Background: an optimization exercise with open tools, aiming at small area, a short achievable clock period and few clock cycles per item. Do not read the settings as production practice.
Where RTL was checked, it was by simulation tests only, not by an equivalence proof against the original.
Function not checked in runs 5 to 9: the RTL went through the layout flow alone.
No activity file was given, so power comes from the tool's default toggle rates.

==> design/flow/design.v <==
module mdc (clk, rst_n, start, A, B, out, done);
input clk, rst_n, start;
input [7:0] A, B;
output [7:0] out;
output done;
reg       busy;
reg [6:0] ah, bh;    
reg [2:0] k;
function [2:0] ctz8;
    input [7:0] v;
    begin
        casez (v)
            8'b???????1: ctz8 = 3'd0;
            8'b??????10: ctz8 = 3'd1;
            8'b?????100: ctz8 = 3'd2;
            8'b????1000: ctz8 = 3'd3;
            8'b???10000: ctz8 = 3'd4;
            8'b??100000: ctz8 = 3'd5;
            8'b?1000000: ctz8 = 3'd6;
            default:     ctz8 = 3'd7;
        endcase
    end
endfunction
function [6:0] oddh8;
    input [7:0] v;
    begin
        casez (v)
            8'b???????1: oddh8 = v[7:1];
            8'b??????10: oddh8 = {1'b0, v[7:2]};
            8'b?????100: oddh8 = {2'b0, v[7:3]};
            8'b????1000: oddh8 = {3'b0, v[7:4]};
            8'b???10000: oddh8 = {4'b0, v[7:5]};
            8'b??100000: oddh8 = {5'b0, v[7:6]};
            8'b?1000000: oddh8 = {6'b0, v[7]};
            default:     oddh8 = 7'd0;
        endcase
    end
endfunction
function [6:0] odds8;
    input [7:0] v;
    begin
        casez (v)
            8'b???????1: odds8 = v[7:1];
            8'b??????10: odds8 = {{1{v[7]}}, v[7:2]};
            8'b?????100: odds8 = {{2{v[7]}}, v[7:3]};
            8'b????1000: odds8 = {{3{v[7]}}, v[7:4]};
            8'b???10000: odds8 = {{4{v[7]}}, v[7:5]};
            8'b??100000: odds8 = {{5{v[7]}}, v[7:6]};
            8'b?1000000: odds8 = {{6{v[7]}}, v[7]};
            default:     odds8 = {7{v[7]}};
        endcase
    end
endfunction
wire [7:0] d  = {1'b0, ah} - {1'b0, bh};
wire       lt = d[7];
wire [6:0] s  = odds8(d);
wire [6:0] vh = lt ? ~s : s;
wire       fin = (ah == bh) | (ah == 7'd0) | (bh == 7'd0);
assign done = busy & fin;
wire [7:0] odd = {ah & {7{bh != 7'd0}}, 1'b1};
assign out = odd << k;
always @(posedge clk or negedge rst_n) begin
    if (!rst_n)
        busy <= 1'b0;
    else
        busy <= start | (busy & ~fin);
end
always @(posedge clk) begin
    if (start) begin
        ah <= oddh8(A);
        bh <= oddh8(B);
        k  <= ctz8(A | B);
    end else begin
        ah <= lt ? ah : bh;
        bh <= vh;
    end
end
endmodule
==> design/flow/flow/run.sh <==
#!/bin/bash
# The standard layout (standard.sh) with two changes:
#  - the port buffers are plain buf_1 cells;
#  - synthesis maps the logic with the ABC script in flow/abc.script instead of
#    ORFS's speed script. Everything else in synthesis (synth_recipe.tcl) is kept.
# Each tool's output goes to the ORFS logs; make's own output goes to standard.log.
set -euo pipefail
W=$(pwd)
export BUFFER_PORTS_ARGS="-buffer_cell sky130_fd_sc_hd__buf_1"
export MY_ABC_SCRIPT="$W/flow/abc.script"
{ sed -n 1p synth_recipe.tcl; cat flow/abc_override.tcl; sed -n '2,$p' synth_recipe.tcl; } > synth_own.tcl
sed "s#SYNTH_SCRIPT=[^ ]*#SYNTH_SCRIPT=$W/synth_own.tcl#" standard.sh > standard_own.sh
bash standard_own.sh > standard.log 2>&1
==> design/flow/flow/abc.script <==
strash
&get -n
&dch -f
&nf -R 1000
&put
strash
&get -n
&dch -f
&nf -R 1000
&put
strash
&get -n
&dch -f
&nf -R 1000
&put
topo
stime -c
==> design/flow/flow/abc_override.tcl <==
# Run ABC with the script in MY_ABC_SCRIPT in place of the one ORFS chose.
proc abc {args} {
  set i [lsearch -exact $args -script]
  if { $i >= 0 } {
    set args [lreplace $args [expr {$i + 1}] [expr {$i + 1}] $::env(MY_ABC_SCRIPT)]
  }
  yosys abc {*}$args
}
==> design/flow/standard.sh <==
#!/bin/bash
# synth_recipe.tcl (not shown) runs the flow's synth.tcl, then flattens the netlist and writes it again
# the make line also repeats each setting of config.mk as NAME=value (left out here)
make -C /OpenROAD-flow-scripts/flow DESIGN_CONFIG=/design/flow/config.mk WORK_HOME=/design/flow/orfs CLKGATE_MAP_FILE= SYNTH_SCRIPT=/design/flow/synth_recipe.tcl "${@:-finish}"
==> design/flow/config.mk <==
export PLATFORM = sky130hd
export DESIGN_NAME = mdc
export DESIGN_NICKNAME = mdc
export VERILOG_FILES = /design/flow/design.v
export SDC_FILE = /design/flow/constraint.sdc
export NUM_CORES = 4
export LEC_CHECK = 0
export CAP_MARGIN = 20
export CORE_MARGIN = 2
export CORE_UTILIZATION = 80
export CTS_BUF_LIST = sky130_fd_sc_hd__clkbuf_4
export PLACE_DENSITY = 0.9
export SLEW_MARGIN = 20
==> design/flow/constraint.sdc <==
create_clock -name core_clock -period 4.0 [get_ports {clk}]
set_input_delay 0.8000 -clock core_clock [delete_from_list [all_inputs] [get_ports {clk}]]
set_output_delay 0.8000 -clock core_clock [all_outputs]
set_load 0.01 [all_outputs]
==> key figures, run 1 <==
Outcome
  – Status: aborted with a tool error
  – Stage reached: global placement without I/O (3_1_place_gp_skip_io)
  – Stop err: [ERROR GPL-0301] Utilization 100.518 % exceeds 100%.

Floorplan
  – Starting Density: 0.8561
  – Die height: approximately 50 µm
  – Die width: between 50 and 60 µm
  – Rows: 16

Logic synthesis
  – Post-synthesis cell area: approximately 0.0017 mm²
  – Synth top area share: 0.1770
  – Synthesis-stage register bit count: 18
  – Number of flops mapped to enable cells by yosys: 10
  – Count of warnings emitted by yosys: 1
  – Ys flop type: edfxtp_1
  – Distinct cell type count after synthesis: 45
  – Ys async rst share: 0.05556
  – Ranking of synthesized cells by area: edfxtp_1 18%, dfxtp_1 8.3%, nand2_1 5.8%
  – Seq/Total Area, Yosys: 0.2743
  – Gate Count Post-Synth: 218
  – Syn Area/Cell: 7.783 µm²
  – Largest area contributor in the netlist: edfxtp_1
  – Synth Net Count: ~250
logic make-up after synthesis:
family | after synthesis | synth area share
AOI/OAI and AO/OA | 73 | 0.2906
xor gates and xnor gates | 6 | 0.03097
adders and majority gates | 8 | 0.06342
buffers and inverters | 11 | 0.02434
DFF | 18 | 0.2743
muxes | 8 | 0.04941
and+or+nand+nor | 94 | 0.2670
synth_stat cells, types with 5 or more instances:
cell	number
edfxtp_1	10
ha_1	7
nor3_1	10
nor2_1	21
nand3_1	13
mux2i_1	5
a21oi_1	13
a31oi_1	6
o21ai_0	12
xnor2_1	5
clkinv_1	11
o22ai_1	9
nor2b_1	6
dfxtp_1	7
nand2_1	26
Testbench counts, summed over its fixed seeds: cycles 9,100, items 2,400.
==> inputs of run 2 (changes only) <==
--- a/design/flow/flow/run.sh
+++ b/design/flow/flow/run.sh
@@ -7,6 +7,9 @@
 set -euo pipefail
 W=$(pwd)
 export BUFFER_PORTS_ARGS="-buffer_cell sky130_fd_sc_hd__buf_1"
+export SETUP_MOVE_SEQUENCE=sizeup,swap
+export SKIP_GATE_CLONING=1
+export SKIP_LAST_GASP=1
 export MY_ABC_SCRIPT="$W/flow/abc.script"
 { sed -n 1p synth_recipe.tcl; cat flow/abc_override.tcl; sed -n '2,$p' synth_recipe.tcl; } > synth_own.tcl
 sed "s#SYNTH_SCRIPT=[^ ]*#SYNTH_SCRIPT=$W/synth_own.tcl#" standard.sh > standard_own.sh
--- a/design/flow/config.mk
+++ b/design/flow/config.mk
@@ -7,7 +7,7 @@
 export LEC_CHECK = 0
 export CAP_MARGIN = 20
 export CORE_MARGIN = 2
-export CORE_UTILIZATION = 80
+export CORE_UTILIZATION = 40
 export CTS_BUF_LIST = sky130_fd_sc_hd__clkbuf_4
-export PLACE_DENSITY = 0.9
+export SETUP_SLACK_MARGIN = 1.3
 export SLEW_MARGIN = 20
==> key figures, run 2 <==
Setup path
  – Crit path arrival time: about 2.9 ns
  – Worst setup SP type: register
  – Worst Path Required: 4.20 ns
  – Critical path type: register to register
  – Worst Path Max Fanout: 7
  – Setup crit end kind: register

Logic synthesis
  – Largest area contributor in the netlist: edfxtp_1
  – Gate Count Post-Synth: 218
  – Synth top area share: 0.1770
  – Syn Area/Cell: approximately 7.8 µm²
  – Most frequent cells after synthesis: 26 x nand2_1, 21 x nor2_1, 13 x a21oi_1, 13 x nand3_1, 12 x o21ai_0
  – Distinct cell type count after synthesis: 45
  – Ys async rst share: 0.05556
  – Seq/Total Area, Yosys: 0.2743
  – Number of flops mapped to enable cells by yosys: 10
  – Count of warnings emitted by yosys: 1
  – Synthesis-stage register bit count: 18
  – Ranking of synthesized cells by area: edfxtp_1 18%, dfxtp_1 8.3%, nand2_1 5.8%
  – Post-synthesis cell area: between 0.0015 and 0.002 mm²
  – Count leader, synth: nand2_1
  – Ys flop type: edfxtp_1
  – Synth Net Count: roughly 250

Pwr
  – Peak VDD IR: around 410 µV
  – Power, Total: around 2.3 mW
  – P_leak: 0.7237 nW
  – PD cells: 1053 mW/mm²

Detailed routing
  – Initial DRC count: 60
  – Wire per inst: ~15 µm
  – DR pass1 iterations: 4
  – Via count: 1823
  – Routed vias/inst: 6.056
  – Post-DRT Antenna Nets: 0
  – Routed WL: 4633 µm
  – # DRC: 0

Timing
  – Worst slew pin tran: roughly 0.7 ns
  – Minimum clock period: 2.660 ns
  – Final Skew: around 0.00063 ns
  – Max-slew violations: 0
  – Final hold vios: 0
  – Worst slew margin: 0.5361
  – RSZ-0062 raised after global routing: true
  – Max frequency: about 380 MHz
  – Final Cycle Share: 0.6651
  – Endpoints failing setup: 0
  – Setup TNS: 0 ns

Finish
  – Finished Cell Area: 0.002185 mm²
  – Most frequent cells in the layout: 24 x buf_1, 23 x nand2_1, 17 x nor2_1
  – Share of layout cells above drive strength 1: 0.1992
  – Commonest non-fill, non-tap cell in the layout: buf_1
  – Layout Nets: roughly 280
  – Regs by FF count: ah (7), bh (7), k (3)
  – Synth-to-layout area growth: 28.76%
  – Ant diodes: 0
  – Fill cell count: 392

GRT
  – Largest net degree at the start of global routing: 21
  – Antenna violations before repair: 0
  – Vias in the first global route: roughly 1600
  – Tot GR Track Use: 0.1957
  – Global-route wire length before repair: approximately 7700 µm
  – Grt ovf: 0

Clocking
  – Clock Tree Buf Depth: 2
  – CTS Buf Count: 3
  – Root Driver: clkbuf_4
  – TritonCTS clock tree: built
  – Clock latency (worst-skew pair): about 0.3 ns
  – Hold_buf cts: 0
  – CTS Sinks: 18
  – Clock-pin slew on the worst setup and hold paths: about 0.10 ns
  – H-tree levels: 1

Floorplan
  – Starting Density: 0.4211
  – Core footprint: between 0.004 and 0.005 mm²
  – Die area: around 0.0048 mm²
  – I/O Pins: 28
  – Die width: around 69 µm
  – Rows: 23
  – Die height: just under 70 µm

Flow run
  – Max-Cap Viols: 0

Outcome
  – Status: finished clean

Place
  – Placed instance area: around 0.0019 mm²
  – Buffers on Ports: 27
  – Post-DP HPWL: 3292 µm
  – RD Place Congestion: ~0.84

Hold path
  – Min-Delay Path Class: primary input to async pin
## run 2: cells by family (layout without fill, tap and decap cells)
logic type	after synthesis	after routing	share of synthesized area
buf+inv	11	44	0.02434
xor+xnor	6	6	0.03097
mux	8	8	0.04941
simple gates	94	94	0.2670
compound gates	73	73	0.2906
flops	18	18	0.2743
fa+ha+maj	8	8	0.06342
## run 2: layer usage
metal,track usage,wire length [µm],up-vias,part of all wire
met5,0,0,-,0
met1,0.2858,2287,860,0.49
li1,-,-,924,-
met3,0.02193,114,5,0.025
met4,0.06318,51,0,0.011
met2,0.3002,2179,34,0.47
## run 2: cell type report
class | instances | area, µm² | share of cell area
multi-input cells | 189 | 1464 | 0.6701
flip-flops and latches | 18 | 470.5 | 0.2153
repair buffers | 29 | 120.1 | 0.05498
well taps | 50 | 62.56 | 0.02864
inverters | 11 | 41.29 | 0.01890
clock buffers | 3 | 22.52 | 0.01031
clock inverters | 1 | 3.754 | 0.001718
## run 2: worst max-delay path: stages, from the launching register on
cell and delay, ns:
edfxtp_1 0.47, inv_2 0.10, ha_4 0.14, inv_2 0.04, fa_2 0.36, a21o_1 0.20, a21oi_4 0.24, o21ai_4 0.11
xnor2_4 0.25, a211oi_2 0.10, a211o_1 0.25, xnor2_1 0.12, a22o_1 0.17
## run 2: repair_timing
item | in CTS | in global routing
setup endpoints to repair | 12 | 13
pin swaps | 5 | 14
setup buffers | 0 | 0
resized for setup | 15 | 45
## run 2: report_power, final
group | leakage (nW) | total, mW | switching [mW] | internal [mW]
Combinational | 0.539 | 1.81 | 1.02 | 0.788
Sequential | 0.169 | 0.397 | 0.107 | 0.290
Clock | 0.0154 | 0.0949 | 0.0585 | 0.0364
## run 2: stage by stage
stage	utilization	setup WS (ns)	hold slack, ns	cells
3_5_place_dp	0.4655	1.124	0.4649	297
2_1_floorplan	-	1.301	0.4392	218
3_3_place_gp	0.4655	1.170	0.4583	297
4_1_cts	0.4904	1.250	0.2321	301
6_report	0.5422	1.340	0.2396	301
5_1_grt	0.5422	1.170	0.2331	301
## run 2: path summary, 6_finish.rpt
check | from | end | slack, ns | cells after the start
min in group core_clock | busy$_DFF_PN0_ | busy$_DFF_PN0_ | 0.50 | 2
min reg2reg | busy$_DFF_PN0_ | busy$_DFF_PN0_ | 0.50 | 2
min | rst_n | busy$_DFF_PN0_ | 0.24 | 1
max reg2reg | ah[0]$_DFFE_PP_ | bh[0]$_DFF_P_ | 1.34 | 12
max in group asynchronous | rst_n | busy$_DFF_PN0_ | 3.66 | 1
max | ah[0]$_DFFE_PP_ | bh[0]$_DFF_P_ | 1.34 | 12
==> inputs of run 3 (changes only) <==
--- a/design/flow/config.mk
+++ b/design/flow/config.mk
@@ -11,3 +11,4 @@
 export CTS_BUF_LIST = sky130_fd_sc_hd__clkbuf_4
 export SETUP_SLACK_MARGIN = 1.3
 export SLEW_MARGIN = 20
+export TNS_END_PERCENT = 0
==> key figures, run 3 <==
Detailed routing
  – Initial DRC count: between 60 and 70
  – Wire per inst: ~15 µm
  – Via count: 1822
  – # DRC: 0
  – DR pass1 iterations: 6
  – Routed WL: ~4400 µm
  – Routed vias/inst: slightly above 6
  – Post-DRT Antenna Nets: 0

Place
  – Buffers on Ports: 27
  – RD Place Congestion: roughly 0.84
  – Cell total after placement: between 200 and 300
  – Post-DP HPWL: 3292 µm
  – Pre-CTS setup slack: 1.124 ns

Setup path
  – Critical R2R Capture: bh[0]$_DFF_P_
  – Setup crit end kind: register
  – Reg2reg start: ah[0]$_DFFE_PP_
  – Critical path type: register to register
  – R2R Setup Slk: 1.23 ns
  – Worst r2r path cells: 12
  – Worst Setup EP: bh[0]$_DFF_P_
  – Critical Path Start: ah[0]$_DFFE_PP_
  – Worst Path Required: roughly 4.2 ns
  – Crit path arrival time: ~3.0 ns
  – Worst setup SP type: register
  – Worst Path Max Fanout: 7

Timing
  – Worst slew pin tran: about 0.7 ns
  – Post-route setup slack: 1.229 ns
  – Minimum clock period: between 2 and 3 ns
  – Final Cycle Share: 0.6928
  – Setup TNS: 0 ns
  – Min Hold Slack: ~0.24 ns
  – Final hold vios: 0
  – RSZ-0062 raised after global routing: true
  – Max frequency: around 360 MHz
  – Endpoints failing setup: 0
  – Max-slew violations: 0
  – Final Skew: 0.002878 ns
  – Worst slew margin: 0.5397

Finish
  – Fill cell count: about 420
  – Storage cell area: between 400 and 500 µm²
  – Most frequent cells in the layout: 27 x buf_1, 25 x nand2_1, 19 x nor2_1
  – Regs by FF count: ah (7), bh (7), k (3)
  – Commonest non-fill, non-tap cell in the layout: buf_1
  – Area of the multi-input gates: 0.001329 mm²
  – Layout Nets: around 280
  – Synth-to-layout area growth: 20.28%
  – Share of layout cells above drive strength 1: 0.09960
  – Fin cells: 301
  – Ant diodes: 0

Floorplan
  – Core footprint: approximately 0.0040 mm²
  – Rows: 23
  – Die width: about 70 µm
  – Die height: a little under 70 µm
  – Starting Density: 0.4211
  – Die area: 0.004778 mm²
  – I/O Pins: 28

GRT
  – Antenna violations before repair: 0
  – Largest net degree at the start of global routing: 21
  – Global-route wire length before repair: between 7000 and 8000 µm
  – Vias in the first global route: ~1600
  – Tot GR Track Use: 0.1919
  – Grt ovf: 0

Logic synthesis
  – Post-synthesis cell area: ~0.0017 mm²
  – Count of warnings emitted by yosys: 1
  – Syn Area/Cell: 7.783 µm²
  – Gate Count Post-Synth: approximately 220
  – Most frequent cells after synthesis: 26 x nand2_1, 21 x nor2_1, 13 x a21oi_1, 13 x nand3_1, 12 x o21ai_0
  – Count leader, synth: nand2_1
  – Ranking of synthesized cells by area: edfxtp_1 18%, dfxtp_1 8.3%, nand2_1 5.8%
  – Largest area contributor in the netlist: edfxtp_1
  – Synthesis-stage register bit count: 18
  – Synth Net Count: 245
  – Distinct cell type count after synthesis: 45
  – Seq/Total Area, Yosys: 0.2743
  – Number of flops mapped to enable cells by yosys: 10
  – Synth top area share: 0.1770
  – Ys flop type: edfxtp_1
  – Ys async rst share: 0.05556

Clocking
  – CTS Sinks: 18
  – Hold_buf cts: 0
  – Root Driver: clkbuf_4
  – Clock latency (worst-skew pair): 0.30 ns
  – CTS Buf Count: 3
  – TritonCTS clock tree: built
  – Clock Tree Buf Depth: 2
  – H-tree levels: 1
  – Post-CTS Setup Bufs: 0
  – Clock-pin slew on the worst setup and hold paths: approximately 0.10 ns

Pwr
  – PD cells: 995.7 mW/mm²
  – P_leak: ~0.7 nW
  – Peak VDD IR: between 300 and 400 µV

Flow run
  – Max-Cap Viols: 0

Hold path
  – Min-Delay Path Class: primary input to async pin

Outcome
  – Status: finished clean
==> run 3: cells by family (layout without fill, tap and decap cells) <==
family / after synthesis / in the layout / synth area share
mux: 8 / 8 / 0.04941
xor+xnor: 6 / 6 / 0.03097
simple gates: 94 / 94 / 0.2670
compound gates: 73 / 73 / 0.2906
flops: 18 / 18 / 0.2743
fa+ha+maj: 8 / 8 / 0.06342
buf+inv: 11 / 44 / 0.02434
==> run 3: report_power, final <==
group | total, mW | switching, mW | internal (mW)
clock network | 0.0937 | 0.0574 | 0.0364
registers | 0.372 | 0.0874 | 0.285
logic | 1.57 | 0.898 | 0.668
==> run 3: worst min path at each step <==
stage / start / endpoint / slack, ns / cells past startpoint
floorplan: busy$_DFF_PN0_ / busy$_DFF_PN0_ / 0.44 / 2
global placement: busy$_DFF_PN0_ / busy$_DFF_PN0_ / 0.46 / 2
detailed placement: busy$_DFF_PN0_ / busy$_DFF_PN0_ / 0.46 / 2
CTS: rst_n / busy$_DFF_PN0_ / 0.23 / 1
global route: rst_n / busy$_DFF_PN0_ / 0.23 / 1
finish: rst_n / busy$_DFF_PN0_ / 0.24 / 1
==> run 3: layout make-up <==
type	count	area share
multi-input combinational	189	0.6511
sequential	18	0.2281
timing repair buffer	29	0.05702
tap	50	0.03066
inverter	11	0.02023
clock buffer	3	0.01104
clock inverter	1	0.001839
==> run 3: through the flow <==
| stage | instance area, µm² | total power [mW] | utilization |
|---|---|---|---|
| final | 2041 | 2.032 | 0.5065 |
| after global routing | 2041 | 2.217 | 0.5065 |
| after CTS | 1939 | 1.832 | 0.4814 |
| after detailed placement | 1876 | 1.665 | 0.4655 |
| after global placement | 1876 | 1.691 | 0.4655 |
| after floorplan | 1697 | 1.380 | - |
==> run 3: worst max-delay path, stage by stage, from the launching register on <==
cell and delay [ns]:
edfxtp_1 0.46, clkinv_1 0.08, ha_2 0.18, clkinv_1 0.08, fa_2 0.37, a21o_1 0.20, a21oi_4 0.22, o21ai_2 0.11
xnor2_2 0.27, a211oi_1 0.12, a211o_1 0.29, xnor2_1 0.13, a22o_1 0.17
==> run 3: timing repair <==
action / CTS / global route
setup endpoints to repair: 12 / 13
resized for setup: 8 / 18
pin swaps: 2 / 4
==> run 3: metal layers <==
| layer | vias to the layer above | track usage | share of wire |
|---|---|---|---|
| met5 | - | 0 | 0 |
| met4 | 0 | 0.06972 | 0.014 |
| met3 | 6 | 0.02193 | 0.034 |
| met2 | 45 | 0.2895 | 0.46 |
| met1 | 843 | 0.2811 | 0.49 |
| li1 | 928 | - | - |
==> inputs of run 4 (changes only) <==
--- a/design/flow/config.mk
+++ b/design/flow/config.mk
@@ -9,6 +9,6 @@
 export CORE_MARGIN = 2
 export CORE_UTILIZATION = 40
 export CTS_BUF_LIST = sky130_fd_sc_hd__clkbuf_4
-export SETUP_SLACK_MARGIN = 1.3
+export SETUP_SLACK_MARGIN = 1.15
 export SLEW_MARGIN = 20
 export TNS_END_PERCENT = 0
==> key figures, run 4 <==
Timing
  – Worst slew pin tran: approximately 0.68 ns
  – RSZ-0062 raised after global routing: true
  – Final Skew: around 0.0055 ns
  – Minimum clock period: 2.776 ns
  – Max-slew violations: 0
  – Endpoints failing setup: 0
  – Max frequency: around 360 MHz
  – Final hold vios: 0
  – Final Cycle Share: 0.6941
  – Setup TNS: 0 ns
  – Worst slew margin: 0.5403

Logic synthesis
  – Synth top area share: 0.1770
  – Ys flop type: edfxtp_1
  – Synthesis-stage register bit count: 18
  – Largest area contributor in the netlist: edfxtp_1
  – Distinct cell type count after synthesis: between 40 and 50
  – Count of warnings emitted by yosys: 1
  – Gate Count Post-Synth: between 200 and 250
  – Ranking of synthesized cells by area: edfxtp_1 18%, dfxtp_1 8.3%, nand2_1 5.8%
  – Seq/Total Area, Yosys: 0.2743
  – Most frequent cells after synthesis: 26 x nand2_1, 21 x nor2_1, 13 x a21oi_1, 13 x nand3_1, 12 x o21ai_0
  – Number of flops mapped to enable cells by yosys: 10
  – Syn Area/Cell: between 7 and 8 µm²
  – Synth Net Count: 245
  – Ys async rst share: 0.05556
  – Count leader, synth: nand2_1
  – Post-synthesis cell area: 0.001697 mm²

Detailed routing
  – Wire per inst: about 15 µm
  – Via count: approximately 1800
  – # DRC: 0
  – Initial DRC count: 51
  – Post-DRT Antenna Nets: 0
  – Routed WL: 4440 µm
  – DR pass1 iterations: 5
  – Routed vias/inst: about 6.0

GRT
  – Largest net degree at the start of global routing: 21
  – Global-route wire length before repair: about 7400 µm
  – Grt ovf: 0
  – Vias in the first global route: around 1600
  – Antenna violations before repair: 0
  – Tot GR Track Use: 0.1882

Floorplan
  – Die height: ~69 µm
  – Starting Density: 0.4211
  – Core footprint: 0.004029 mm²
  – Die width: 69.13 µm
  – Rows: 23
  – Die area: roughly 0.0048 mm²
  – I/O Pins: 28

Clocking
  – Clock latency (worst-skew pair): about 0.3 ns
  – CTS Buf Count: 3
  – TritonCTS clock tree: built
  – Hold_buf cts: 0
  – CTS Sinks: 18
  – Clock-pin slew on the worst setup and hold paths: ~0.11 ns
  – Clock Tree Buf Depth: 2
  – H-tree levels: 1
  – Root Driver: clkbuf_4

Finish
  – Synth-to-layout area growth: 20.28%
  – Ant diodes: 0
  – Finished Cell Area: about 0.0020 mm²
  – Most frequent cells in the layout: 27 x buf_1, 25 x nand2_1, 19 x nor2_1
  – Share of layout cells above drive strength 1: 0.09960
  – Layout Nets: about 280
  – Fin cells: 301
  – Regs by FF count: ah (7), bh (7), k (3)
  – Commonest non-fill, non-tap cell in the layout: buf_1

Setup path
  – R2R Setup Slk: between 1 and 1.5 ns
  – Worst Path Required: roughly 4.2 ns
  – Critical R2R Capture: bh[0]$_DFF_P_
  – Worst Path Max Fanout: 7
  – Critical path type: register to register
  – Worst setup SP type: register
  – Worst r2r path cells: 12
  – Reg2reg start: ah[0]$_DFFE_PP_
  – Setup crit end kind: register
  – Crit path arrival time: 2.98 ns

Pwr
  – Combinational Power Share: 0.771
  – Power, Total: 2.033 mW
  – Net Sw Frac: 0.5132
  – NetSw: 1.043 mW
  – Peak VDD IR: 371.9 µV
  – PD cells: approximately 1000 mW/mm²
  – Pint: a little under 1 mW
  – Clock power share: 0.047
  – Sequential share of power: 0.182
  – P_leak: roughly 0.69 nW

Place
  – Cell total after placement: ~300
  – RD Place Congestion: roughly 0.84
  – Placed instance area: about 0.0019 mm²
  – Post-DP HPWL: 3292 µm
  – Buffers on Ports: 27

Hold path
  – Min-Delay Path Class: primary input to async pin

Outcome
  – Status: finished clean

Flow run
  – Max-Cap Viols: 0
[run 4: cell counts after synthesis]
No cell type changed its count.
[run 4: final cells by class]
type | instances | area [µm²]
Clock inverter | 1 | 3.754
Fill cell | 421 | 1988
Clock buffer | 3 | 22.52
Inverter | 11 | 41.29
Timing Repair Buffer | 29 | 116.4
Sequential cell | 18 | 465.4
Tap cell | 50 | 62.56
Multi-Input combinational cell | 189 | 1329
[run 4: through the flow]
step / util / setup WS, ns / hold WS, ns
floorplan: - / 1.301 / 0.4392
global placement: 0.4655 / 1.170 / 0.4583
detailed placement: 0.4655 / 1.124 / 0.4649
CTS: 0.4736 / 1.102 / 0.2321
global route: 0.5065 / 1.081 / 0.2296
finish: 0.5065 / 1.224 / 0.2341
[run 4: worst max-delay path by stage]
stage | depth (start not counted) | slack, ns | start | to
2_1_floorplan | 12 | 1.30 | ah[0]$_DFFE_PP_ | bh[0]$_DFF_P_
3_3_place_gp | 12 | 1.17 | ah[0]$_DFFE_PP_ | bh[0]$_DFF_P_
3_5_place_dp | 12 | 1.12 | ah[0]$_DFFE_PP_ | bh[0]$_DFF_P_
4_1_cts | 12 | 1.10 | ah[0]$_DFFE_PP_ | bh[0]$_DFF_P_
5_1_grt | 14 | 1.08 | bh[2]$_DFF_P_ | bh[3]$_DFF_P_
6_report | 12 | 1.22 | ah[0]$_DFFE_PP_ | bh[0]$_DFF_P_
[run 4: power by group through the flow]
stage	clock, mW	combinational, mW	sequential, mW
after floorplan	0	1.05	0.334
after global placement	0	1.33	0.361
after detailed placement	0	1.30	0.360
after CTS	0.0957	1.32	0.360
after global routing	0.104	1.73	0.383
final	0.0951	1.57	0.371
[run 4: logic make-up (layout without fill, tap and decap cells)]
family | count (synthesis) | after routing | synth area share
flip-flops | 18 | 18 | 0.2743
XOR/XNOR | 6 | 6 | 0.03097
AO/OA/AOI/OAI | 73 | 73 | 0.2906
AND/OR/NAND/NOR | 94 | 94 | 0.2670
multiplexers | 8 | 8 | 0.04941
buffers and inverters | 11 | 44 | 0.02434
adder cells (fa/ha/maj) | 8 | 8 | 0.06342
[run 4: routing by layer]
| layer | up-vias | share of wire | global-route usage |
|---|---|---|---|
| li1 | 928 | - | - |
| met1 | 832 | 0.50 | 0.2726 |
| met2 | 37 | 0.46 | 0.2853 |
| met3 | 4 | 0.035 | 0.02193 |
| met4 | 0 | 0.010 | 0.07190 |
| met5 | - | 0 | 0 |
[run 4: critical path, cell delays in order, from the launching register on]
cell and delay [ns]:
edfxtp_1 0.46, clkinv_1 0.08, ha_2 0.18, clkinv_1 0.08, fa_2 0.37, a21o_1 0.20, a21oi_4 0.20, o21ai_2 0.11
xnor2_2 0.31, a211oi_1 0.12, a211o_1 0.29, xnor2_1 0.12, a22o_1 0.17
[run 4: timing repair]
item | 4_1_cts | 5_1_grt
pin swaps | 0 | 4
buffers inserted | 0 | 0
gates resized for setup | 1 | 26
endpoints found under the setup margin | 6 | 12
==> inputs of run 5 (changes only) <==
--- a/design/flow/design.v
+++ b/design/flow/design.v
@@ -55,10 +55,9 @@
 wire       lt = d[7];
 wire [6:0] s  = odds8(d);
 wire [6:0] vh = lt ? ~s : s;
-wire       fin = (ah == bh) | (ah == 7'd0) | (bh == 7'd0);
+wire       fin = (ah == bh) | (ah == 7'd0);
 assign done = busy & fin;
-wire [7:0] odd = {ah & {7{bh != 7'd0}}, 1'b1};
-assign out = odd << k;
+assign out  = {ah, 1'b1} << k;
 always @(posedge clk or negedge rst_n) begin
     if (!rst_n)
         busy <= 1'b0;
@@ -67,12 +66,12 @@
 end
 always @(posedge clk) begin
     if (start) begin
-        ah <= oddh8(A);
         bh <= oddh8(B);
+        ah <= (oddh8(B) == 7'd0) ? 7'd0 : oddh8(A);
         k  <= ctz8(A | B);
     end else begin
-        ah <= lt ? ah : bh;
-        bh <= vh;
+        bh <= lt ? ah : bh;
+        ah <= vh;
     end
 end
 endmodule
--- a/design/flow/flow/run.sh
+++ b/design/flow/flow/run.sh
@@ -7,9 +7,6 @@
 set -euo pipefail
 W=$(pwd)
 export BUFFER_PORTS_ARGS="-buffer_cell sky130_fd_sc_hd__buf_1"
-export SETUP_MOVE_SEQUENCE=sizeup,swap
-export SKIP_GATE_CLONING=1
-export SKIP_LAST_GASP=1
 export MY_ABC_SCRIPT="$W/flow/abc.script"
 { sed -n 1p synth_recipe.tcl; cat flow/abc_override.tcl; sed -n '2,$p' synth_recipe.tcl; } > synth_own.tcl
 sed "s#SYNTH_SCRIPT=[^ ]*#SYNTH_SCRIPT=$W/synth_own.tcl#" standard.sh > standard_own.sh
==> design/flow/flow/abc.script (replaced) <==
strash
&get -n
&dch
&nf -R 1000
&put
topo
stime -c
--- a/design/flow/config.mk
+++ b/design/flow/config.mk
@@ -9,6 +9,4 @@
 export CORE_MARGIN = 2
 export CORE_UTILIZATION = 40
 export CTS_BUF_LIST = sky130_fd_sc_hd__clkbuf_4
-export SETUP_SLACK_MARGIN = 1.15
 export SLEW_MARGIN = 20
-export TNS_END_PERCENT = 0
==> key figures, run 5 <==
Timing
  – Final Skew: between 0.01 and 0.015 ns
  – Max-slew violations: 0
  – Minimum clock period: 2.896 ns
  – Final Cycle Share: 0.7241
  – Max frequency: roughly 350 MHz
  – Endpoints failing setup: 0
  – Worst slew margin: 0.4958
  – Setup TNS: 0 ns
  – Min Hold Slack: 0.2366 ns
  – Worst slew pin tran: roughly 0.75 ns
  – RSZ-0062 raised after global routing: false
  – Final hold vios: 0

GRT
  – Global-route wire length before repair: between 7000 and 8000 µm
  – Grt ovf: 0
  – Vias in the first global route: roughly 1500
  – Tot GR Track Use: 0.1794
  – Antenna violations before repair: 0
  – Largest net degree at the start of global routing: 25

Logic synthesis
  – Largest area contributor in the netlist: edfxtp_1
  – Distinct cell type count after synthesis: 44
  – Count leader, synth: nand2_1
  – Synthesis-stage register bit count: 18
  – Ys flop type: edfxtp_1
  – Ranking of synthesized cells by area: edfxtp_1 17%, dfxtp_1 8.1%, nand2_1 5.7%
  – Gate Count Post-Synth: about 220
  – Post-synthesis cell area: 0.001724 mm²
  – Count of warnings emitted by yosys: 1
  – Synth Net Count: around 240
  – Most frequent cells after synthesis: 26 x nand2_1, 20 x nor2_1, 19 x a21oi_1, 12 x nor3_1, 11 x clkinv_1
  – Seq/Total Area, Yosys: 0.2700
  – Ys async rst share: 0.05556
  – Synth top area share: 0.1742
  – Syn Area/Cell: approximately 8 µm²
  – Number of flops mapped to enable cells by yosys: 10

Floorplan
  – Starting Density: 0.4219
  – Die width: 69.66 µm
  – Core footprint: 0.004086 mm²
  – Die area: ~0.0049 mm²
  – Die height: between 60 and 70 µm
  – Rows: 23
  – I/O Pins: 28

Setup path
  – Worst Path Max Fanout: 4
  – Worst Path Required: 4.19 ns
  – Setup crit end kind: register
  – Crit path arrival time: 3.08 ns
  – CP max stage cell: fa_1
  – Most frequent CP cell: nand2_1
  – Slowest cell delay on critical path: around 0.40 ns
  – Critical path type: register to register
  – CP Cell Sequence: clkinv_1 > ha_1 > clkinv_1 > fa_1 > xnor2_1 > nand2_1 > nor2_1 > nand2_1 > nor3b_1 > nor2_1 > nand2_1 > nor3_1 > nand3_1 > o21ai_0 > a32o_1
  – Worst setup SP type: register

Finish
  – Share of layout cells above drive strength 1: 0.02000
  – Ant diodes: 0
  – Final core utilization: 0.4721
  – Synth-to-layout area growth: 11.90%
  – Most frequent cells in the layout: 27 x buf_1, 26 x nand2_1, 20 x nor2_1
  – Commonest non-fill, non-tap cell in the layout: buf_1
  – Layout Nets: between 200 and 300
  – Regs by FF count: ah (7), bh (7), k (3)

Outcome
  – Status: finished clean

Hold path
  – Min-Delay Path Class: primary input to async pin

Detailed routing
  – Via count: roughly 1800
  – Initial DRC count: between 150 and 200
  – # DRC: 0
  – Routed vias/inst: just over 6
  – Wire per inst: about 15 µm
  – Post-DRT Antenna Nets: 0
  – Routed WL: between 4000 and 5000 µm
  – DR pass1 iterations: 5

Clocking
  – CTS Buf Count: 3
  – TritonCTS clock tree: built
  – Clock latency (worst-skew pair): roughly 0.30 ns
  – Root Driver: clkbuf_4
  – H-tree levels: 1
  – CTS resizes: 0
  – CTS Sinks: 18
  – Post-CTS Setup Bufs: 0
  – Clock Tree Buf Depth: 2
  – Clock-pin slew on the worst setup and hold paths: around 0.11 ns
  – Hold_buf cts: 0

Pwr
  – Peak VDD IR: between 300 and 400 µV
  – Combinational Power Share: 0.751
  – NetSw: between 0.9 and 1 mW
  – Sequential share of power: 0.198
  – Power, Total: 1.807 mW
  – Clock power share: 0.051
  – PD cells: between 900 and 1000 mW/mm²
  – Pint: 0.8916 mW
  – P_leak: about 0.66 nW
  – Net Sw Frac: 0.5067

Place
  – RD Place Congestion: about 0.88
  – Post-DP HPWL: 3316 µm
  – Buffers on Ports: 27

Flow run
  – Max-Cap Viols: 0
-- run 5: changes by cell type after synthesis, moves of 5 or more --
cell | previous run | this run
a32o_1 | 0 | 5
a31oi_1 | 6 | 1
a21oi_1 | 13 | 19
o22ai_1 | 9 | 3
nand3_1 | 13 | 7
-- run 5: cell families (layout without fill, tap and decap cells) --
kind of cell               Yosys count  in the layout  share of synthesized area
and+or+nand+nor                     99             99                     0.2896
AOI/OAI and AO/OA                   66             66                     0.2692
DFF                                 18             18                     0.2700
buffers and inverters               11             44                    0.02395
adders and majority gates            8              8                    0.06241
muxes                                8              8                    0.04935
xor gates and xnor gates             7              7                    0.03556
-- run 5: layout make-up --
cell class | instances | area, µm²
Inverter | 11 | 41.29
Clock inverter | 1 | 3.754
Multi-Input combinational cell | 188 | 1217
Tap cell | 50 | 62.56
Clock buffer | 3 | 22.52
Timing Repair Buffer | 29 | 116.4
Fill cell | 420 | 2157
Sequential cell | 18 | 465.4
-- run 5: power groups by stage --
| stage | registers, mW | clock network, mW | logic (mW) |
|---|---|---|---|
| 2_1_floorplan | 0.329 | 0 | 1.08 |
| 3_3_place_gp | 0.359 | 0 | 1.36 |
| 3_5_place_dp | 0.361 | 0 | 1.34 |
| 4_1_cts | 0.357 | 0.0957 | 1.35 |
| 5_1_grt | 0.365 | 0.103 | 1.52 |
| 6_report | 0.358 | 0.0923 | 1.36 |
-- run 5: critical path: cells and delay by family, from the launching register on --
family          cells  cell delay [ns]
fa+ha+maj           2             0.57
simple gates        8             1.10
compound gates      2             0.30
flops               1             0.35
buf+inv             2             0.16
xor+xnor            1             0.30
-- run 5: through the flow --
step | instances | setup WS (ns) | area, µm²
after floorplan | 217 | 1.475 | 1724
after global placement | 296 | 1.030 | 1903
after detailed placement | 296 | 1.014 | 1903
after CTS | 300 | 1.115 | 1929
after global routing | 300 | 0.8404 | 1929
final | 300 | 1.104 | 1929
-- run 5: path summary, 6_finish.rpt --
kind / start / endpoint / slack, ns / depth (start not counted)
worst max-delay path: ah[0]$_DFF_P_ / ah[5]$_DFF_P_ / 1.10 / 15
worst min-delay path: rst_n / busy$_DFF_PN0_ / 0.24 / 1
worst max register to register: ah[0]$_DFF_P_ / ah[5]$_DFF_P_ / 1.10 / 15
worst min register to register: busy$_DFF_PN0_ / busy$_DFF_PN0_ / 0.48 / 1
max in group asynchronous: rst_n / busy$_DFF_PN0_ / 3.67 / 1
min in group core_clock: busy$_DFF_PN0_ / busy$_DFF_PN0_ / 0.48 / 1
-- run 5: routing by layer --
layer  global-route usage  part of all wire  vias up
li1                     -                 -      925
met2               0.2810              0.46       78
met3             0.008721             0.056        4
met4              0.04915            0.0087        0
met5                    0                 0        -
met1               0.2680              0.48      807
==> inputs of run 6 (changes only) <==
==> design/flow/flow/abc.script (replaced) <==
strash
dch
map -D 1500
topo
stime -c
==> key figures, run 6 <==
Logic synthesis
  – Number of flops mapped to enable cells by yosys: 10
  – Synth Net Count: 312
  – Largest area contributor in the netlist: edfxtp_1
  – Count leader, synth: clkinv_1
  – Synth top area share: 0.1637
  – Syn Area/Cell: around 6.4 µm²
  – Seq/Total Area, Yosys: 0.2538
  – Post-synthesis cell area: around 0.0018 mm²
  – Ys async rst share: 0.05556
  – Count of warnings emitted by yosys: 1
  – Ranking of synthesized cells by area: edfxtp_1 16%, clkinv_1 13%, nand2_1 8.4%
  – Distinct cell type count after synthesis: 31
  – Most frequent cells after synthesis: 62 x clkinv_1, 41 x nand2_1, 37 x nor2_1, 29 x o21ai_0
  – Synthesis-stage register bit count: 18
  – Gate Count Post-Synth: roughly 290
  – Ys flop type: edfxtp_1

Setup path
  – Worst setup SP type: register
  – Worst Path Max Fanout: 6
  – Slowest cell delay on critical path: 0.54 ns
  – Reg2reg start: ah[0]$_DFF_P_
  – CP max stage cell: o21ai_0
  – CP bufs+invs: 4
  – Critical R2R Capture: ah[3]$_DFF_P_
  – CP delay by family, top: compound AO/OA/AOI/OAI gates
  – Worst Path Required: 4.16 ns
  – Setup crit end kind: register
  – R2R Setup Slk: roughly 0.76 ns
  – Worst r2r path cells: 15
  – Critical path type: register to register
  – Most frequent CP cell: clkinv_1
  – CP Cell Sequence: clkinv_1 > ha_1 > clkinv_1 > fa_1 > and2_2 > o21ai_0 > nand2_1 > xor2_1 > clkinv_1 > nand2_1 > nand4_1 > o21ai_0 > clkinv_1 > o21ai_0 > o32ai_1
  – Crit path arrival time: between 3 and 4 ns

Floorplan
  – Rows: 24
  – I/O Pins: 28
  – Core footprint: roughly 0.0044 mm²
  – Die area: 0.005143 mm²
  – Starting Density: 0.4184
  – Die height: ~70 µm
  – Die width: just over 70 µm

Clocking
  – Clock Tree Buf Depth: 2
  – CTS Sinks: 18
  – CTS resizes: 0
  – Clock latency (worst-skew pair): 0.29 ns
  – Root Driver: clkbuf_4
  – Hold_buf cts: 0
  – TritonCTS clock tree: built
  – Clock-pin slew on the worst setup and hold paths: ~0.10 ns
  – Post-CTS Setup Bufs: 0
  – CTS Buf Count: 3
  – H-tree levels: 1

Place
  – Post-DP HPWL: slightly below 4000 µm
  – RD Place Congestion: between 0.8 and 0.9
  – Buffers on Ports: 27
  – Cell total after placement: 365
  – Placed instance area: around 0.002 mm²

Timing
  – Final Skew: 0.003574 ns
  – Minimum clock period: between 3 and 4 ns
  – RSZ-0062 raised after global routing: false
  – Final hold vios: 0
  – Max-slew violations: 0
  – Worst slew margin: 0.5033
  – Final Cycle Share: 0.8103
  – Max frequency: between 300 and 400 MHz
  – Endpoints failing setup: 0
  – Setup TNS: 0 ns
  – Worst slew pin tran: 0.7394 ns

GRT
  – Vias in the first global route: 1866
  – Largest net degree at the start of global routing: 17
  – Grt ovf: 0
  – Global-route wire length before repair: around 8100 µm
  – Antenna violations before repair: 0
  – Tot GR Track Use: 0.1933

Finish
  – Final core utilization: 0.4640
  – Most frequent cells in the layout: 63 x clkinv_1, 41 x nand2_1, 37 x nor2_1
  – Finished Cell Area: around 0.0020 mm²
  – Share of layout cells above drive strength 1: 0.02524
  – Regs by FF count: ah (7), bh (7), k (3)
  – Ant diodes: 0
  – Fin cells: 369
  – Layout Nets: ~350
  – Commonest non-fill, non-tap cell in the layout: clkinv_1
  – Fill cell count: between 400 and 500
  – Synth-to-layout area growth: 10.91%

Flow run
  – Max-Cap Viols: 0

Pwr
  – Clock power share: 0.051
  – Net Sw Frac: 0.5458
  – Peak VDD IR: a little over 500 µV
  – NetSw: about 0.97 mW
  – P_leak: 0.7198 nW
  – Sequential share of power: 0.197
  – Pint: just over 0.8 mW
  – Combinational Power Share: 0.752
  – PD cells: 873.0 mW/mm²

Detailed routing
  – Post-DRT Antenna Nets: 0
  – Routed WL: around 4700 µm
  – Routed vias/inst: between 5 and 6
  – Via count: approximately 2000
  – Wire per inst: 12.83 µm
  – Initial DRC count: 140
  – DR pass1 iterations: 5
  – # DRC: 0

Outcome
  – Status: finished clean

Hold path
  – Min-Delay Path Class: primary input to async pin
==> run 6: changes by cell type after synthesis, moves of 8 or more <==
cell | before | now
o22ai_1 | 3 | 15
o21ai_0 | 9 | 29
nand2_1 | 26 | 41
clkinv_1 | 11 | 62
nor2_1 | 20 | 37
nor2b_1 | 8 | 0
==> run 6: cells by family (layout without fill, tap and decap cells) <==
| kind of cell | Yosys count | in the layout | share of synthesized area |
|---|---|---|---|
| adder cells (fa/ha/maj) | 8 | 8 | 0.05866 |
| buffers and inverters | 62 | 94 | 0.1269 |
| XOR/XNOR | 3 | 3 | 0.01433 |
| AND/OR/NAND/NOR | 108 | 108 | 0.2510 |
| multiplexers | 1 | 1 | 0.005457 |
| flip-flops | 18 | 18 | 0.2537 |
| AO/OA/AOI/OAI | 85 | 85 | 0.2899 |
==> run 6: through the flow <==
stage | power [mW] | hold WS [ns] | setup WS [ns]
after floorplan | 1.368 | 0.5024 | 1.230
after global placement | 1.684 | 0.5236 | 0.7386
after detailed placement | 1.679 | 0.5252 | 0.7965
after CTS | 1.776 | 0.2460 | 0.7395
after global routing | 1.983 | 0.2300 | 0.5257
final | 1.776 | 0.2521 | 0.7590
==> run 6: final cells by class <==
type                    instances  area [µm²]  area share
clock inverters                 1       3.754    0.001845
flip-flops and latches         18       465.4      0.2288
multi-input cells             205        1136      0.5584
repair buffers                 28       108.9     0.05351
well taps                      52       65.06     0.03198
inverters                      62       232.7      0.1144
clock buffers                   3       22.52     0.01107
==> run 6: worst reg2reg max path, delay by kind of cell (launching register included) <==
| kind | cells | cell delay [ns] |
|---|---|---|
| AOI/OAI and AO/OA | 4 | 0.89 |
| DFF | 1 | 0.35 |
| buffers and inverters | 4 | 0.45 |
| xor gates and xnor gates | 1 | 0.34 |
| and+or+nand+nor | 4 | 0.56 |
| adders and majority gates | 2 | 0.54 |
==> run 6: worst max-delay path by stage <==
| stage | cells past startpoint | slack (ns) | to | start |
|---|---|---|---|---|
| floorplan | 15 | 1.23 | ah[3]$_DFF_P_ | ah[0]$_DFF_P_ |
| global placement | 13 | 0.74 | ah[0]$_DFF_P_ | B[0] |
| detailed placement | 13 | 0.80 | ah[1]$_DFF_P_ | B[0] |
| CTS | 15 | 0.74 | ah[3]$_DFF_P_ | ah[0]$_DFF_P_ |
| global route | 15 | 0.53 | ah[3]$_DFF_P_ | ah[0]$_DFF_P_ |
| finish | 15 | 0.76 | ah[3]$_DFF_P_ | ah[0]$_DFF_P_ |
==> run 6: metal layers <==
layer  wire length, µm  track usage  vias up
li1                  -            -     1073
met1              2308       0.2690      895
met2              2180       0.3210       45
met3               192      0.01828        6
met4                55      0.05031        0
met5                 0            0        -
==> run 6: power by group through the flow <==
stage | clock network, mW | registers, mW | logic [mW]
after floorplan | 0 | 0.329 | 1.04
after global placement | 0 | 0.355 | 1.33
after detailed placement | 0 | 0.355 | 1.32
after CTS | 0.0935 | 0.351 | 1.33
after global routing | 0.104 | 0.360 | 1.52
final | 0.0910 | 0.350 | 1.33
==> inputs of run 7 (changes only) <==
==> design/flow/flow/abc.script (replaced) <==
strash
&get -n
&dch -f
&nf -R 1000
&put
strash
&get -n
&dch -f
&nf -R 1000
&put
strash
&get -n
&dch -f
&nf -R 1000
&put
topo
stime -c
==> key figures, run 7 <==
Outcome
  – Status: finished clean

Setup path
  – Worst setup SP type: register
  – Setup crit end kind: register
  – Reg2reg start: ah[0]$_DFF_P_
  – Slowest cell delay on critical path: 0.52 ns
  – Critical path type: register to register
  – Most frequent CP cell: clkinv_1
  – Worst r2r path cells: 12
  – Critical R2R Capture: ah[5]$_DFF_P_
  – Crit path arrival time: about 3.2 ns
  – CP Cell Sequence: clkinv_1 > ha_1 > clkinv_1 > fa_1 > a21o_1 > a21oi_1 > xor2_1 > nand2_1 > a31oi_1 > and3_1 > a22oi_1 > o21ai_0
  – Worst Path Required: 4.22 ns
  – CP max stage cell: xor2_1
  – Worst Path Max Fanout: 8
  – R2R Setup Slk: about 1.1 ns

Place
  – Pre-CTS setup slack: ~0.84 ns
  – Post-DP HPWL: 3262 µm
  – Buffers on Ports: 27
  – RD Place Congestion: slightly below 0.9

Pwr
  – Power, Total: 1.684 mW
  – PD cells: between 800 and 900 mW/mm²
  – P_leak: about 0.7 nW
  – Peak VDD IR: between 300 and 400 µV

Timing
  – Max-slew violations: 0
  – Final Skew: between 0.0009 and 0.001 ns
  – Minimum clock period: about 2.9 ns
  – Setup TNS: 0 ns
  – Worst slew pin tran: approximately 0.65 ns
  – Final hold vios: 0
  – Max frequency: around 340 MHz
  – Final Cycle Share: 0.7347
  – Endpoints failing setup: 0
  – Post-route setup slack: between 1 and 1.5 ns
  – Min Hold Slack: around 0.26 ns
  – RSZ-0062 raised after global routing: false
  – Worst slew margin: 0.5582

Finish
  – Ant diodes: 0
  – Final core utilization: 0.4736
  – Commonest non-fill, non-tap cell in the layout: buf_1
  – Area of the multi-input gates: about 0.0012 mm²
  – Fill cell count: about 410
  – Synth-to-layout area growth: 11.95%
  – Share of layout cells above drive strength 1: 0.02381
  – Regs by FF count: ah (7), bh (7), k (3)
  – Most frequent cells in the layout: 27 x buf_1, 22 x nor2_1, 21 x nand2_1
  – Storage cell area: around 470 µm²
  – Layout Nets: 280

Detailed routing
  – Via count: about 1800
  – Post-DRT Antenna Nets: 0
  – Wire per inst: around 14 µm
  – # DRC: 0
  – Routed WL: between 4000 and 5000 µm
  – Routed vias/inst: approximately 5.9
  – Initial DRC count: between 150 and 200
  – DR pass1 iterations: 6

Logic synthesis
  – Syn Area/Cell: 7.839 µm²
  – Count of warnings emitted by yosys: 1
  – Post-Synth Adder-Cell Area: 0.06268
  – Synth top area share: 0.1749
  – Gate Count Post-Synth: 219
  – Seq/Total Area, Yosys: 0.2711
  – Ys flop type: edfxtp_1
  – Main combinational cell family by area after synthesis: compound AO/OA/AOI/OAI gates
  – Largest area contributor in the netlist: edfxtp_1
  – Ys async rst share: 0.05556
  – Distinct cell type count after synthesis: 43
  – Synth Net Count: ~250
  – XOR/XNOR Fraction of Synth Area: 0.03061
  – Post-synthesis cell area: 0.001717 mm²
  – Mux share of post-synthesis cell area: 0.06778
  – Compound-cell area share of the yosys netlist: 0.2843
  – Most frequent cells after synthesis: 22 x nor2_1, 21 x nand2_1, 19 x a21oi_1, 14 x o21ai_0
  – Synthesis-stage register bit count: 18
  – Ranking of synthesized cells by area: edfxtp_1 17%, dfxtp_1 8.2%, a21oi_1 5.5%
  – Count leader, synth: nor2_1
  – Number of flops mapped to enable cells by yosys: 10
  – Simple-gate share of the synthesized area: 0.2573

Floorplan
  – Die width: 69.51 µm
  – Die height: 69.51 µm
  – Core footprint: 0.004058 mm²
  – Die area: approximately 0.0048 mm²
  – I/O Pins: 28
  – Starting Density: 0.4231
  – Rows: 23

Clocking
  – TritonCTS clock tree: built
  – CTS Buf Count: 3
  – Clock latency (worst-skew pair): roughly 0.28 ns
  – Clock-pin slew on the worst setup and hold paths: 0.09 ns
  – CTS resizes: 0
  – Clock Tree Buf Depth: 2
  – H-tree levels: 1
  – Hold_buf cts: 0
  – Root Driver: clkbuf_4
  – CTS Sinks: 18
  – Post-CTS Setup Bufs: 0

GRT
  – Tot GR Track Use: 0.1837
  – Antenna violations before repair: 0
  – Vias in the first global route: between 1500 and 2000
  – Largest net degree at the start of global routing: 21
  – Global-route wire length before repair: between 7000 and 8000 µm
  – Grt ovf: 0

Hold path
  – Min-Delay Path Class: primary input to async pin

Flow run
  – Max-Cap Viols: 0
-- run 7: cell count changes in the layout (fill, tap and decap cells not counted), moves of 5 or more --
cell	change
a21o_1	+5
nor2_1	-15
a222oi_1	+5
o21ai_0	-15
nand2_1	-20
clkinv_1	-50
mux2i_1	+5
nor2b_1	+6
-- run 7: power breakdown --
part | internal [mW] | switching [mW]
combinational | 0.516 | 0.731
sequential | 0.277 | 0.0733
clock | 0.0362 | 0.0511
-- run 7: critical path: cells and delay by family, from the launching register on --
kind	cells	cell delay, ns
compound gates	5	0.90
xor+xnor	1	0.52
fa+ha+maj	2	0.57
buf+inv	2	0.17
flops	1	0.35
simple gates	2	0.38
-- run 7: cells by family after synthesis --
group,count (synthesis)
flops,18
buf+inv,12
compound gates,75
simple gates,90
xor+xnor,6
fa+ha+maj,8
mux,10
-- run 7: metal layers --
| layer | vias to the layer above | GRT usage | routed length, µm | part of all wire |
|---|---|---|---|---|
| met2 | 65 | 0.2874 | 1920 | 0.45 |
| met5 | - | 0 | 0 | 0 |
| met4 | 0 | 0.05011 | 39 | 0.0091 |
| li1 | 914 | - | - | - |
| met3 | 4 | 0.005814 | 197 | 0.046 |
| met1 | 789 | 0.2768 | 2113 | 0.49 |
-- run 7: worst max-delay path by stage --
stage,start,end,cells past startpoint
detailed placement,B[0],ah[1]$_DFF_P_,11
global placement,B[0],ah[1]$_DFF_P_,11
CTS,ah[0]$_DFF_P_,ah[5]$_DFF_P_,12
global route,B[0],ah[0]$_DFF_P_,10
finish,ah[0]$_DFF_P_,ah[5]$_DFF_P_,12
floorplan,B[1],ah[1]$_DFF_P_,10
-- run 7: layout make-up --
class | instances | share of cell area
Tap cell | 50 | 0.03255
Clock buffer | 3 | 0.01172
Clock inverter | 1 | 0.001953
Sequential cell | 18 | 0.2422
Timing Repair Buffer | 29 | 0.06055
Multi-Input combinational cell | 189 | 0.6276
Inverter | 12 | 0.02344
-- run 7: stage by stage --
stage	cell area, µm²	std cells
2_1_floorplan	1717	219
3_3_place_gp	1896	298
3_5_place_dp	1896	298
4_1_cts	1922	302
5_1_grt	1922	302
6_report	1922	302
==> inputs of run 8 (changes only) <==
--- a/design/flow/flow/run.sh
+++ b/design/flow/flow/run.sh
@@ -7,6 +7,9 @@
 set -euo pipefail
 W=$(pwd)
 export BUFFER_PORTS_ARGS="-buffer_cell sky130_fd_sc_hd__buf_1"
+export SETUP_MOVE_SEQUENCE=sizeup,swap
+export SKIP_GATE_CLONING=1
+export SKIP_LAST_GASP=1
 export MY_ABC_SCRIPT="$W/flow/abc.script"
 { sed -n 1p synth_recipe.tcl; cat flow/abc_override.tcl; sed -n '2,$p' synth_recipe.tcl; } > synth_own.tcl
 sed "s#SYNTH_SCRIPT=[^ ]*#SYNTH_SCRIPT=$W/synth_own.tcl#" standard.sh > standard_own.sh
==> design/flow/flow/abc.script (replaced) <==
strash
&get -n
&dch
&nf -R 1000
&put
topo
stime -c
--- a/design/flow/config.mk
+++ b/design/flow/config.mk
@@ -9,4 +9,6 @@
 export CORE_MARGIN = 2
 export CORE_UTILIZATION = 40
 export CTS_BUF_LIST = sky130_fd_sc_hd__clkbuf_4
+export SETUP_SLACK_MARGIN = 1.4
 export SLEW_MARGIN = 20
+export TNS_END_PERCENT = 0
==> key figures, run 8 <==
Outcome
  – Status: finished clean

Logic synthesis
  – Syn Area/Cell: 7.945 µm²
  – Synth top area share: 0.1742
  – Most frequent cells after synthesis: 26 x nand2_1, 20 x nor2_1, 19 x a21oi_1, 12 x nor3_1, 11 x clkinv_1
  – Number of flops mapped to enable cells by yosys: 10
  – Gate Count Post-Synth: 217
  – Ranking of synthesized cells by area: edfxtp_1 17%, dfxtp_1 8.1%, nand2_1 5.7%
  – Count leader, synth: nand2_1
  – Ys async rst share: 0.05556
  – Seq/Total Area, Yosys: 0.2700
  – Ys flop type: edfxtp_1
  – Largest area contributor in the netlist: edfxtp_1
  – Count of warnings emitted by yosys: 1
  – Post-synthesis cell area: roughly 0.0017 mm²
  – Synth Net Count: around 240
  – Distinct cell type count after synthesis: 44
  – Synthesis-stage register bit count: 18

GRT
  – GR Util met3: 0.008721
  – Global route hottest layer: met2
  – Tot GR Track Use: 0.1850
  – Grt ovf: 0
  – M1 GR Usage: 0.2739
  – Met2 usage: 0.2938
  – Antenna violations before repair: 0
  – Largest net degree at the start of global routing: 25
  – Vias in the first global route: 1567
  – Global-route wire length before repair: 7445 µm

Clocking
  – Clock-pin slew on the worst setup and hold paths: 0.11 ns
  – CTS Sinks: 18
  – Clock latency (worst-skew pair): around 0.3 ns
  – Hold_buf cts: 0
  – Clock Tree Buf Depth: 2
  – TritonCTS clock tree: built
  – H-tree levels: 1
  – Root Driver: clkbuf_4
  – CTS Buf Count: 3

Timing
  – Post-route setup slack: 1.393 ns
  – Minimum clock period: 2.607 ns
  – Max-slew violations: 0
  – Max frequency: approximately 380 MHz
  – Final Skew: between 0.015 and 0.02 ns
  – Final hold vios: 0
  – RSZ-0062 raised after global routing: true
  – Setup TNS: 0 ns
  – Worst slew margin: 0.4958
  – Final Cycle Share: 0.6518
  – Endpoints failing setup: 0
  – Worst slew pin tran: approximately 0.75 ns

Place
  – Post-DP HPWL: 3316 µm
  – RD Place Congestion: 0.8845
  – Pre-CTS setup slack: 1.014 ns
  – Cell total after placement: approximately 300
  – Buffers on Ports: 27

Finish
  – Layout Nets: 278
  – Synth-to-layout area growth: 24.17%
  – Storage cell area: 470.5 µm²
  – Area of the multi-input gates: 0.001420 mm²
  – Share of layout cells above drive strength 1: 0.1480
  – Regs by FF count: ah (7), bh (7), k (3)
  – Fill cell count: 393
  – Ant diodes: 0
  – Most frequent cells in the layout: 26 x buf_1, 22 x nand2_1, 19 x nor2_1
  – Commonest non-fill, non-tap cell in the layout: buf_1
  – Fin cells: 300

Floorplan
  – Die area: between 0.004 and 0.005 mm²
  – Starting Density: 0.4219
  – Die width: ~70 µm
  – Die height: between 60 and 70 µm
  – Core footprint: between 0.004 and 0.005 mm²
  – Rows: 23
  – I/O Pins: 28

Detailed routing
  – Via count: roughly 1800
  – Routed vias/inst: 6.083
  – Routed WL: about 4800 µm
  – # DRC: 0
  – Initial DRC count: around 140
  – DR pass1 iterations: 4
  – Post-DRT Antenna Nets: 0
  – Wire per inst: 15.91 µm

Setup path
  – Worst Path Max Fanout: 4
  – Crit path arrival time: around 2.8 ns
  – Critical path type: register to register
  – Setup crit end kind: register
  – Worst setup SP type: register
  – Worst Path Required: around 4.2 ns

Pwr
  – Power, Total: approximately 2.3 mW
  – P_leak: 0.7192 nW
  – Peak VDD IR: 397.7 µV
  – PD cells: 1094 mW/mm²

Hold path
  – Min-Delay Path Class: primary input to async pin

Flow run
  – Max-Cap Viols: 0
[run 8: cell count changes in the layout (fill, tap and decap cells not counted), moves of 4 or more]
cell      delta
o21ai_0      -8
clkinv_1     -5
ha_1         -4
nand2_2      +4
o22ai_1      -9
nand4_1      +5
a31oi_1      -4
a32o_1       +4
[run 8: report_power, final]
part           internal (mW)  switching [mW]  total [mW]
logic                  0.852            1.02        1.88
clock network         0.0363          0.0572      0.0936
registers              0.286          0.0876       0.374
total                   1.18            1.17        2.34
[run 8: cells by family (layout without fill, tap and decap cells)]
family	count (synthesis)	count (layout)	synth area share
and+or+nand+nor	99	99	0.2896
AOI/OAI and AO/OA	66	66	0.2692
xor gates and xnor gates	7	7	0.03556
buffers and inverters	11	44	0.02395
DFF	18	18	0.2700
muxes	8	8	0.04935
adders and majority gates	8	8	0.06241
[run 8: per-layer routing]
layer,vias up,part of all wire
li1,925,-
met1,825,0.48
met2,71,0.46
met3,4,0.047
met4,0,0.0082
met5,-,0
[run 8: worst max-delay path, stage by stage (launching register included)]
cell     delay [ns]
dfxtp_4        0.38
inv_4          0.07
ha_4           0.16
inv_2          0.04
fa_2           0.38
xnor2_2        0.25
nand2_2        0.14
nor2_4         0.14
nand2_2        0.09
nor3b_4        0.24
nor2_1         0.07
nand2_1        0.10
nor3_1         0.07
nand3_1        0.08
o21ai_1        0.08
a32o_1         0.20
[run 8: cell type report]
cell class	count	share of cell area
Inverter	11	0.02046
Timing Repair Buffer	29	0.05494
Tap cell	50	0.02922
Clock buffer	3	0.01052
Clock inverter	1	0.001753
Multi-Input combinational cell	188	0.6634
Sequential cell	18	0.2198
[run 8: final timing paths]
kind,slack (ns),endpoint,depth (start not counted),from
hold / removal,0.23,busy$_DFF_PN0_,1,rst_n
hold reg to reg,0.48,busy$_DFF_PN0_,1,busy$_DFF_PN0_
min in group core_clock,0.48,busy$_DFF_PN0_,1,busy$_DFF_PN0_
max in group asynchronous,3.67,busy$_DFF_PN0_,1,rst_n
setup reg to reg,1.39,ah[5]$_DFF_P_,15,ah[0]$_DFF_P_
setup / recovery,1.39,ah[5]$_DFF_P_,15,ah[0]$_DFF_P_
[run 8: repair_timing]
action                                  4_1_cts  5_1_grt
setup buffers                                 0        0
pin swaps                                     3       16
gates resized for setup                      11       37
endpoints found under the setup margin        9       19
[run 8: through the flow]
step | utilization | hold slack [ns] | instance area, µm²
floorplan | - | 0.4413 | 1724
global placement | 0.4657 | 0.4578 | 1903
detailed placement | 0.4657 | 0.4604 | 1903
CTS | 0.4859 | 0.2270 | 1986
global route | 0.5239 | 0.2175 | 2141
finish | 0.5239 | 0.2323 | 2141
==> inputs of run 9 (changes only) <==
==> design/flow/flow/abc.script (replaced) <==
strash
&get -n
&dch -f
&nf -R 1000
&put
strash
&get -n
&dch -f
&nf -R 1000
&put
strash
&get -n
&dch -f
&nf -R 1000
&put
mfs3 -a
topo
stime -c
==> key figures, run 9 <==
Outcome
  – Status: finished clean

Logic synthesis
  – Ys async rst share: 0.05556
  – Synth top area share: 0.1765
  – Syn Area/Cell: between 7 and 8 µm²
  – Number of flops mapped to enable cells by yosys: 10
  – Ys flop type: edfxtp_1
  – Synthesis-stage register bit count: 18
  – Count of warnings emitted by yosys: 1
  – Post-synthesis cell area: 0.001702 mm²
  – Seq/Total Area, Yosys: 0.2735
  – Distinct cell type count after synthesis: 43
  – Synth Net Count: roughly 240
  – Most frequent cells after synthesis: 22 x nor2_1, 21 x nand2_1, 20 x a21oi_1, 13 x o21ai_0
  – Gate Count Post-Synth: roughly 220
  – Count leader, synth: nor2_1
  – Largest area contributor in the netlist: edfxtp_1
  – Ranking of synthesized cells by area: edfxtp_1 18%, dfxtp_1 8.2%, a21oi_1 5.9%

Timing
  – Minimum clock period: approximately 2.6 ns
  – Setup TNS: 0 ns
  – Max frequency: 392.0 MHz
  – Final Cycle Share: 0.6378
  – Endpoints failing setup: 0
  – Final Skew: between 0.006 and 0.007 ns
  – Final hold vios: 0
  – Worst slew margin: 0.4028
  – Worst slew pin tran: between 0.8 and 0.9 ns
  – RSZ-0062 raised after global routing: true
  – Max-slew violations: 0

GRT
  – Vias in the first global route: 1571
  – Grt ovf: 0
  – Global-route wire length before repair: 7431 µm
  – Antenna violations before repair: 0
  – Largest net degree at the start of global routing: 21
  – Tot GR Track Use: 0.1850

Detailed routing
  – Via count: about 1800
  – Initial DRC count: roughly 140
  – Routed WL: between 4000 and 5000 µm
  – DR pass1 iterations: 5
  – Wire per inst: ~16 µm
  – Post-DRT Antenna Nets: 0
  – Routed vias/inst: between 6 and 7
  – # DRC: 0

Clocking
  – CTS Sinks: 18
  – CTS Buf Count: 3
  – Post-CTS Setup Bufs: 0
  – H-tree levels: 1
  – TritonCTS clock tree: built
  – Clock latency (worst-skew pair): 0.29 ns
  – Root Driver: clkbuf_4
  – Clock Tree Buf Depth: 2
  – Clock-pin slew on the worst setup and hold paths: around 0.10 ns

Finish
  – Ant diodes: 0
  – Share of layout cells above drive strength 1: 0.1815
  – Final core utilization: 0.5288
  – Finished Cell Area: around 0.0021 mm²
  – Fill cell count: around 370
  – Synth-to-layout area growth: 26.10%
  – Layout Nets: 276
  – Regs by FF count: ah (7), bh (7), k (3)
  – Commonest non-fill, non-tap cell in the layout: buf_1
  – Most frequent cells in the layout: 24 x buf_1, 21 x nor2_1, 20 x nand2_1

Pwr
  – PD cells: approximately 1000 mW/mm²
  – P_leak: around 0.73 nW
  – Peak VDD IR: between 400 and 500 µV
  – Power, Total: between 2 and 2.5 mW

Floorplan
  – Rows: 23
  – Die area: around 0.0048 mm²
  – Die height: between 60 and 70 µm
  – Die width: roughly 70 µm
  – Core footprint: between 0.004 and 0.005 mm²
  – I/O Pins: 28
  – Starting Density: 0.4194

Setup path
  – Slowest cell delay on critical path: around 0.38 ns
  – Setup crit end kind: register
  – CP max stage cell: fa_2
  – Crit path arrival time: between 2 and 3 ns
  – Worst Path Required: 4.22 ns
  – CP Cell Sequence: inv_4 > ha_4 > inv_2 > fa_2 > a21o_1 > a21oi_4 > xor2_4 > nand2_2 > a31oi_4 > and3_4 > mux2i_2 > o22ai_1
  – Worst setup SP type: register
  – Worst r2r path cells: 12
  – Worst Path Max Fanout: 8
  – Critical path type: register to register

Place
  – Placed instance area: approximately 0.0019 mm²
  – Post-DP HPWL: approximately 3200 µm
  – Buffers on Ports: 27
  – RD Place Congestion: around 0.9

Flow run
  – Max-Cap Viols: 0

Hold path
  – Min-Delay Path Class: primary input to async pin
==> run 9: cell types whose count changed in the layout (fill, tap and decap cells not counted), sizes merged, moves of 3 or more <==
| cell | delta |
|---|---|
| o22ai | +9 |
| a21o | +3 |
| nand2 | -5 |
| a32oi | -3 |
| nand4 | -5 |
| a32o | -4 |
| o21ai | +4 |
==> run 9: path summary, 6_finish.rpt <==
path                                 from              to  slack (ns)
setup / recovery            ah[0]$_DFF_P_   ah[4]$_DFF_P_        1.45
hold / removal                      rst_n  busy$_DFF_PN0_        0.25
setup reg to reg            ah[0]$_DFF_P_   ah[4]$_DFF_P_        1.45
hold reg to reg            busy$_DFF_PN0_  busy$_DFF_PN0_        0.49
max in group asynchronous           rst_n  busy$_DFF_PN0_        3.65
min in group core_clock    busy$_DFF_PN0_  busy$_DFF_PN0_        0.49
==> run 9: repair_timing <==
action,CTS,global route
endpoints found under the setup margin,15,18
resized for setup,20,37
hold buffers,0,0
pin swaps,5,22
==> run 9: routing by layer <==
| layer | GRT usage | wire length (µm) | up-vias |
|---|---|---|---|
| li1 | - | - | 904 |
| met1 | 0.2753 | 2260 | 851 |
| met2 | 0.2917 | 2135 | 68 |
| met3 | 0.008721 | 217 | 4 |
| met4 | 0.05229 | 45 | 0 |
| met5 | 0 | 0 | - |
==> run 9: power by group <==
part	internal [mW]	switching, mW
sequential	0.282	0.0896
clock	0.0455	0.0526
combinational	0.760	0.959
total	1.09	1.10
==> run 9: layout make-up <==
class | count | area [µm²] | area share
multi-input combinational | 187 | 1429 | 0.6659
sequential | 18 | 471.7 | 0.2198
timing repair buffer | 27 | 105.1 | 0.04898
clock buffer | 4 | 30.03 | 0.01399
inverter | 12 | 47.55 | 0.02216
tap | 50 | 62.56 | 0.02915
==> run 9: cell families after synthesis <==
family / after synthesis / share of synthesized area
compound gates: 74 / 0.2816
fa+ha+maj: 8 / 0.06323
flops: 18 / 0.2735
xor+xnor: 6 / 0.03088
simple gates: 89 / 0.2559
mux: 10 / 0.06838
buf+inv: 12 / 0.02647
==> run 9: through the flow <==
step,setup slack [ns],instances,hold WS (ns)
6_report,1.449,298,0.2496
5_1_grt,1.342,298,0.2394
4_1_cts,1.398,298,0.2481
3_5_place_dp,0.7974,294,0.4677
3_3_place_gp,0.8576,294,0.4553
2_1_floorplan,1.483,217,0.4413
==> run 9: worst max-delay path: cells and delay by family (launching register included) <==
| kind | cells | cell delay [ns] |
|---|---|---|
| AOI/OAI and AO/OA | 4 | 0.75 |
| xor gates and xnor gates | 1 | 0.31 |
| adders and majority gates | 2 | 0.51 |
| buffers and inverters | 2 | 0.11 |
| DFF | 1 | 0.37 |
| muxes | 1 | 0.07 |
| and+or+nand+nor | 2 | 0.36 |

Setup slack of run 9, layout unchanged: 1.449 ns with ideal ports, 1.449 ns with driving cells assumed (clock clkbuf_16, inputs buf_2), 1.222 ns with port delays also shifted by the 0.309 ns mid clock arrival.
